What follows belongs to an exercise in optimizing a design on an open flow for small area; a production flow would make more cautious choices. The RTL was checked by simulation tests, not by an equivalence proof against the original design. Power is estimated from default activity; no workload was simulated.

==> flow/design.v <==
module projeto (sec_out, milsec_out, curr_state, clock, HEX7, HEX6, HEX5, HEX4, HEX3, HEX2, HEX1, HEX0,
					 colunas, linhas, number, pressed, ledA, ledB, ledC, ledD, negative_led, rst);
output reg[9:0] sec_out;
output reg[3:0] milsec_out;
reg[31:0] pulsos;
reg[31:0] pulsos_aux;
output reg[1:0] curr_state;
output reg[6:0] HEX7;
output reg[6:0] HEX6;
output reg[6:0] HEX5;
output reg[6:0] HEX4;
output reg[6:0] HEX3;
output reg[6:0] HEX2;
output reg[6:0] HEX1;
output reg[6:0] HEX0;
output reg [3:0] colunas;
input [3:0] linhas;
output reg [3:0] number;
output pressed;
parameter frequence = 100;
parameter delay_debounce = frequence / 10;
reg[31:0] pulsos_debounce;
reg[31:0] pulsos_debounce_aux;
reg A;
reg B;
reg C;
reg D;
reg calcMode;
reg soma_flag;
reg sub_flag;
reg mult_flag;
reg negative_flag;
reg [1:0] currInput;
reg [1:0] curr_state_calc;
reg [6:0] ln1;
reg [6:0] ln2;
reg [3:0] dezena1, dezena2;
reg [3:0] unidade1, unidade2;
reg [31:0] result;
output reg ledA;
output reg ledB;
output reg ledC;
output reg ledD;
output reg negative_led;
input clock;
input rst;
parameter reset = 0, contar = 1, pausar = 2, parar = 3;
parameter input0 = 0, input1 = 1, input2 = 2, input3 = 3;
parameter soma = 1, sub = 2, mult = 3;
assign pressed = 1'b0;
function [6:0] HEX (input [3:0] n); begin
	case(n)
		4'b0000: HEX=7'b1000000;
		4'b0001: HEX=7'b1111001;
		4'b0010: HEX=7'b0100100;
		4'b0011: HEX=7'b0110000;
		4'b0100: HEX=7'b0011001;
		4'b0101: HEX=7'b0010010;
		4'b0110: HEX=7'b0000010;
		4'b0111: HEX=7'b1111000;
		4'b1000: HEX=7'b0000000;
		4'b1001: HEX=7'b0011000;
		default: HEX=7'b1111111;
	endcase
end
endfunction
always @(posedge clock) begin
	if (rst) begin
		sec_out <= 0; milsec_out <= 0; pulsos <= 0; pulsos_aux <= 0;
	end else begin
	if (sec_out == 999 && milsec_out == 9) begin
		sec_out <= 0;
		milsec_out <= 0;
	end
	case (curr_state)
		reset: begin
			sec_out <= 0; milsec_out <= 0; pulsos <= 0; pulsos_aux <= 0;
		end
		contar: begin
			pulsos <= pulsos + 1;
			pulsos_aux <= pulsos_aux + 1;
			if(pulsos_aux == frequence / 10)begin
				pulsos_aux <= 0;
				if(milsec_out == 9) begin
					milsec_out <= 0;
				end else milsec_out <= milsec_out + 1'b1;
			end
			if(pulsos == frequence) begin
				sec_out <= sec_out + 1'b1;
				pulsos <= 0;
			end
		end
		pausar: begin
			pulsos <= pulsos + 1;
			pulsos_aux <= pulsos_aux + 1;
			if(pulsos_aux == frequence / 10)begin
					pulsos_aux <= 0;
					if(milsec_out == 9) begin
						milsec_out <= 0;
					end else milsec_out <= milsec_out + 1'b1;
			end
			if(pulsos == frequence) begin
				sec_out <= sec_out + 1'b1;
				pulsos <= 0;
			end
		end
		parar: begin
		end
	endcase
	end
end
always @ (posedge clock) begin
	if (rst) curr_state <= parar;
	else
	case (curr_state)
		reset: begin
			if (B == 1) begin
				curr_state <= contar;
			end else if (C == 1) begin
				curr_state <= pausar;
			end else if (D == 1) curr_state <= parar;
		end
		contar: begin
			if (A == 1) begin
				curr_state <= reset;
			end else if (C == 1) begin
				curr_state <= pausar;
			end else if (D == 1) begin
				curr_state <= parar;
			end
		end
		pausar: begin
			if (A == 1) begin
				curr_state <= reset;
			end else if (B == 1) begin
				curr_state <= contar;
			end else if (D == 1) begin
				curr_state <= parar;
			end
		end
		parar: begin
			if (B == 1) begin
				curr_state <= contar;
			end
		end
	endcase
end
always @ (posedge clock) begin
	if (rst) curr_state_calc <= 0;
	else if (soma_flag) curr_state_calc <= soma;
	else if (sub_flag) curr_state_calc <= sub;
	else if (mult_flag) curr_state_calc <= mult;
	else curr_state_calc <= 0;
end
always @ (posedge clock) begin
	if (rst) begin
		HEX7 <= 7'b1111111; HEX6 <= 7'b1111111; HEX5 <= 7'b1111111; HEX4 <= 7'b1111111;
		HEX3 <= 7'b1111111; HEX2 <= 7'b1111111; HEX1 <= 7'b1111111; HEX0 <= 7'b1111111;
		ledA <= 0; ledB <= 0; ledC <= 0; ledD <= 0; negative_led <= 0; negative_flag <= 0;
		ln1 <= 0; ln2 <= 0; dezena1 <= 0; unidade1 <= 0; dezena2 <= 0; unidade2 <= 0;
		result <= 0;
	end else if (calcMode) begin
		HEX3 <= 7'b1111111;
		HEX2 <= 7'b1111111;
		HEX1 <= 7'b1111111;
		HEX0 <= 7'b1111111;
		case (currInput)
			input0: begin
				HEX7 <= HEX(number);
				dezena1 <= number;
				ledA <= 1;
				ledB <= 0;
				ledC <= 0;
				ledD <= 0;
			end
			input1: begin
				HEX6 <= HEX(number);
				unidade1 <= number;
				ledA <= 0;
				ledB <= 1;
				ledC <= 0;
				ledD <= 0;
			end
			input2: begin
				HEX5 <= HEX(number);
				dezena2 <= number;
				ledA <= 0;
				ledB <= 0;
				ledC <= 1;
				ledD <= 0;
			end
			input3: begin
				HEX4 <= HEX(number);
				unidade2 <= number;
				ledA <= 0;
				ledB <= 0;
				ledC <= 0;
				ledD <= 1;
			end
		endcase
		ln1 <= unidade1 + (dezena1 * 10);
		ln2 <= unidade2 + (dezena2 * 10);
		case (curr_state_calc) 
			soma: begin
				result <= ln1 + ln2;
			end
			sub: begin
				if (ln1 > ln2) result <= ln1 - ln2;
				else begin
					result <= ln2 - ln1;
					negative_flag <= 1;
				end
			end
			mult: begin
				result <= ln1 * ln2;
			end
		endcase
		negative_flag <= 0;
		if (result != 0) begin
			HEX3 <= HEX(result / 1000);
			HEX2 <= HEX(((result % 1000)/100));
			HEX1 <= HEX((result % 100) / 10);
			HEX0 <= HEX(result % 10);
			if (ln2 > ln1 && sub_flag) negative_led <= 1;
			else negative_led <= 0;
		end else begin
			HEX3 <= HEX(0);
			HEX2 <= HEX(0);
			HEX1 <= HEX(0);
			HEX0 <= HEX(0);
		end
	end else begin
		HEX7 <= 7'b1111111;
		HEX6 <= 7'b1111111;
		HEX5 <= 7'b1111111;
		HEX4 <= 7'b1111111;
		ledA <= 0;
		ledB <= 0;
		ledC <= 0;
		ledD <= 0;
		ln1 <= 0;
		ln1 <= 0;
		dezena1 <= 0;
		unidade1 <= 0;
		dezena2 <= 0;
		unidade2 <= 0;
		result <= 0;
		case (curr_state) 
			reset: begin	
				HEX3 <= HEX(4'b0000);
				HEX2 <= HEX(4'b0000);
				HEX1 <= HEX(4'b0000);
				HEX0 <= HEX(4'b0000);
			end
			default: begin
				HEX3 <= HEX(sec_out / 100);
				HEX2 <= HEX(((sec_out % 100)/10));
				HEX1 <= HEX(sec_out % 10);
				HEX0 <= HEX(milsec_out);
			end
		endcase
	end
end
always @ (posedge clock) begin
	if (rst) begin
		pulsos_debounce <= 0; pulsos_debounce_aux <= 0; colunas <= 4'b1111; number <= 0;
		calcMode <= 0; currInput <= input0; A <= 0; B <= 0; C <= 0; D <= 0;
		soma_flag <= 0; sub_flag <= 0; mult_flag <= 0;
	end else if (pulsos_debounce < delay_debounce) begin
		pulsos_debounce <= pulsos_debounce + 1;
	end else begin
		pulsos_debounce <= 0;
		case (pulsos_debounce_aux)
			0: colunas <= 4'b0111;
			1: colunas <= 4'b1011;
			2: colunas <= 4'b1101;
			3: colunas <= 4'b1110;
		endcase
		if (pulsos_debounce_aux >= 3) pulsos_debounce_aux <= 0;
		else pulsos_debounce_aux <= pulsos_debounce_aux + 1;
		if (~&linhas) begin
			if (~colunas[0]) begin
				if (~linhas[0]) number <= 4'd1;
				else if (~linhas[1]) number <= 4'd4;
				else if (~linhas[2]) number <= 4'd7;
				else if (~linhas[3]) calcMode <= 1;
			end
			else if (~colunas[1]) begin
				if (~linhas[0]) number <= 4'd2;
				else if (~linhas[1]) number <= 4'd5;
				else if (~linhas[2]) number <= 4'd8;
				else if (~linhas[3]) number <= 4'd0;
			end
			else if (~colunas[2]) begin
				if (~linhas[0]) number <= 4'd3;
				else if (~linhas[1]) number <= 4'd6;
				else if (~linhas[2]) number <= 4'd9;
				else if (~linhas[3]) begin
					if (currInput >= 3) currInput <= 0;
					else currInput <= currInput + 1;
				end
			end
			else if (~colunas[3]) begin
				if (~linhas[0]) begin
					A <= 1;
					B <= 0;
					C <= 0;
					D <= 0;
					if (calcMode) begin
						soma_flag <= 1;
						sub_flag <= 0;
						mult_flag <= 0;
					end
				end else if (~linhas[1]) begin
					A <= 0;
					B <= 1;
					C <= 0;
					D <= 0;
					if (calcMode) begin
						soma_flag <= 0;
						sub_flag <= 1;
						mult_flag <= 0;
					end
				end else if (~linhas[2]) begin
					A <= 0;
					B <= 0;
					C <= 1;
					D <= 0;
					if (calcMode) begin
						soma_flag <= 0;
						sub_flag <= 0;
						mult_flag <= 1;
					end
				end else if (~linhas[3]) begin
					if (~calcMode) begin
						A <= 0;
						B <= 0;
						C <= 0;
						D <= 1;
					end else calcMode <= 0;
				end
			end
		end
	end
end
endmodule
==> flow/run.sh <==
#!/bin/bash
# synth_recipe.tcl (not shown) runs the flow's synth.tcl, then flattens the netlist and writes it again
# the make line also repeats each setting of config.mk as NAME=value (left out here)
make -C /OpenROAD-flow-scripts/flow DESIGN_CONFIG=/design/flow/config.mk WORK_HOME=/design/flow/orfs CLKGATE_MAP_FILE= SYNTH_SCRIPT=/design/flow/synth_recipe.tcl finish
==> flow/config.mk <==
export PLATFORM = sky130hd
export DESIGN_NAME = projeto
export DESIGN_NICKNAME = projeto
export VERILOG_FILES = /design/flow/design.v
export SDC_FILE = /design/flow/constraint.sdc
export NUM_CORES = 4
export LEC_CHECK = 0
export CAP_MARGIN = 20
export CORE_MARGIN = 2
export CORE_UTILIZATION = 40
export SLEW_MARGIN = 20
==> flow/constraint.sdc <==
create_clock -name core_clock -period 20.0 [get_ports {clock}]
set_input_delay 4.0000 -clock core_clock [delete_from_list [all_inputs] [get_ports {clock}]]
set_output_delay 4.0000 -clock core_clock [all_outputs]
set_load 0.01 [all_outputs]
==> reports/results.txt <==
hpwl dp = 44300 um
leakage dissipation = 9.84 nW
Main synth FF type = dfxtp_1
Routability Congestion = 0.872
Post-synth EDFFs = 0
Required @ worst endpoint = 20.43 ns
Crit path arrival time = 9.63 ns
CTS tree = yes
crit end category = register
final wirelength = 60500 um
CP Launch Type = register
sequential area share after synthesis = 24.3%
clock buffer count from CTS = 34
initial antenna violation count = 0
Crit Path Category = reg -> reg
crit path max fanout = 35
Filler cells = 5678
max-slew violation count = 0
Bufs and invs on worst path = 3
# Post-CTS Setup Buffers = 0
Worst-Skew Late Latency = 0.55 ns
Ys Warns = 1
commonest non-fill, non-tap cell in the layout = nor2_1
worst slew pin tran = 1.08 ns
largest net degree at the start of global routing = 68
global-route usage over all layers = 20.1%
first-pass GRT wire length = 102000 um
Core ar. = 0.0564 mm^2
commonest non-fill, non-tap cells in the layout = nor2_1 (352), nand2_1 (300), dfxtp_1 (277)
Initial DRT Pass Iterations = 7
Netlist cell types = 113
setup TNS = 0 ns
CTS H-tree depth = 2
vias in the first global route = 20643
Max stage delay on crit path = 0.75 ns
Inst Count DP = 3752
VDD IR max = 0.0000731 V
Mapped Cells = 3005
max_cap viols = 0
worst r2r path cells = 28
Period minus WS final = 9.21 ns
Tightest Hold Check Type = reg -> reg
n_diodes = 0
Slew HR = 27.5%
Power Dens Cells = 54.1 mW/mm^2
CTS max path bufs = 3
Die Width = 243 um
DRC viols = 0
pre-CTS setup slack = 10.94 ns
clk root buf = clkbuf_16
Hold-fix buffers, CTS = 0
Buffers on Ports = 90
clk sinks = 277
Final Skew = 0.0261 ns
routed vias = 21696
Die H = 243 um
CTS resizes = 0
final hold violations = 0
vias per cell = 5.69
Final setup viols = 0
post-DR wirelength/cell = 15.9 um
final worst slack = 10.79 ns
DR iter-0 viols = 1323
Clock transition at path regs = 0.06 ns
DIE AREA = 0.0590 mm^2
Most Frequent Cell on Critical Path = nor2_1
status = no timing/DRC/antenna violations
async set-reset flop share out of synthesis = 0%
maximum operating frequency = 109 MHz
Mean Syn Cell Area = 7.59 um^2
Hold Path Stages = 2
num ports = 92
cell family with most CP delay = compound AO/OA/AOI/OAI gates
Syn-to-layout area delta = 11.8%
nets@finish = 3213
worst-path cell with the longest stage delay = a21oi_1
Remaining Overflow, GRT = 0
layout cell share with drive strength beyond 1 = 6.15%
Mapped Area = 0.0228 mm^2
period utilisation layout = 46.0%
synthesized flop and latch total = 277
Levels on crit path = 28
Post-DRT Antenna Nets = 0
Initial Util = 40.5%
RSZ-0062 raised after global routing = no
Rows = 87
Post-Layout Cell Count = 3813
routing by layer:
metal | wire [um] | global-route usage, % | part of all wire, % | vias up
met4 | 1200 | 5.27 | 2.0 | 0
met5 | 0 | 0 | 0 | -
met3 | 2990 | 2.84 | 4.9 | 79
li1 | - | - | - | 10843
met1 | 27900 | 26.4 | 46 | 10255
met2 | 28400 | 34.5 | 47 | 519
report_power, final:
group          switching [W]  internal (W)
Clock               0.000253      0.000379
Sequential         0.0000206      0.000568
Combinational       0.000103     0.0000590
stage by stage:
| stage | instance area [um^2] | total power, W | util, % | hold slack (ns) |
|---|---|---|---|---|
| 4_1_cts | 25500 | 0.00140 | 45.2 | 0.444 |
| 3_5_place_dp | 24300 | 0.000761 | 43.2 | 0.432 |
| 5_1_grt | 25500 | 0.00145 | 45.2 | 0.459 |
| 3_3_place_gp | 24300 | 0.000757 | 43.2 | 0.429 |
| 2_1_floorplan | 22900 | 0.000705 | - | 0.413 |
| 6_report | 25500 | 0.00138 | 45.2 | 0.438 |
cell families after synthesis:
family	after synthesis	synth area share [%]
other cells	1	0.0164
buf+inv	321	5.74
compound gates	845	25.0
mux	86	4.11
fa+ha+maj	186	11.1
flops	277	24.3
simple gates	1131	23.6
xor+xnor	158	6.16
registers in the layout, summed over array words and instances, names as in the netlist, 10 cells and up, named ones only:
register / flops
pulsos: 32
pulsos_aux: 32
pulsos_debounce: 32
pulsos_debounce_aux: 32
result: 15
sec_out: 10
tightest hold or removal path: cells and delay by family, from the launching register on:
family | cells | cell delay [ns]
compound gates | 1 | 0.05
simple gates | 1 | 0.05
flops | 1 | 0.30
final timing paths:
| check | from | to | slack (ns) |
|---|---|---|---|
| worst max-delay path | result[10]$_SDFFE_PP0P_ | HEX2[3]$_SDFF_PP1_ | 10.79 |
| worst min register to register | register | HEX0[3]$_SDFF_PP1_ | 0.44 |
| worst min-delay path | register | HEX0[3]$_SDFF_PP1_ | 0.44 |
| worst max register to register | result[10]$_SDFFE_PP0P_ | HEX2[3]$_SDFF_PP1_ | 10.79 |
area by class of cell:
type,count,area [um^2],area share (%)
repair buffers,128,1180,4.63
flip-flops and latches,277,5550,21.7
clock buffers,43,945,3.70
clock inverters,18,218,0.853
inverters,156,586,2.30
well taps,756,946,3.71
multi-input cells,2435,16100,63.1
cells in the mapped netlist (all sizes together) (34+ instances only):
| library cell | count | area [um^2] |
|---|---|---|
| nor2 | 353 | 1330 |
| nand2 | 302 | 1140 |
| dfxtp | 277 | 5550 |
| a21oi | 212 | 1070 |
| o21ai | 204 | 1030 |
| inv | 149 | 559 |
| ha | 144 | 1800 |
| clkbuf | 111 | 417 |
| xnor2 | 105 | 927 |
| nor3 | 85 | 430 |
| nand3 | 77 | 385 |
| mux2i | 63 | 634 |
| buf | 54 | 308 |
| xor2 | 53 | 479 |
| a31oi | 47 | 300 |
| nand4 | 44 | 282 |
| nor4 | 39 | 259 |
| a211oi | 37 | 305 |
| and2 | 36 | 225 |
| a21o | 35 | 263 |
| nand2b | 34 | 213 |

-- separate check: timing with driven ports --
Ports are ideal in the flow. The routed layout listed here was re-timed in OpenROAD.
Step 1 (the two cells are an assumption about what drives the block):
set clk [get_ports {clock}]
set_driving_cell -lib_cell sky130_fd_sc_hd__clkbuf_16 $clk
set_driving_cell -lib_cell sky130_fd_sc_hd__buf_2 [delete_from_list [all_inputs] $clk]
Step 2 moves the port delays by t, midway between the first and last clock arrival at a register: inputs arrive t later, outputs are due t later. That takes back most of the time a late clock gives input paths.
Slacks: ideal / step 1 / step 2; pairs: ideal / step 1.
t (ns): 0.592
setup WS [ns]: 10.793 / 10.793 / 10.793
latest minus earliest clock arrival (ns): 0.026 / 0.026
slew at the worst register clock pin (ns): 0.06 / 0.06
After both steps this run still meets setup and hold. The setup slack of this run moves by 0.000 ns with the drivers and by 0.000 ns with both steps.
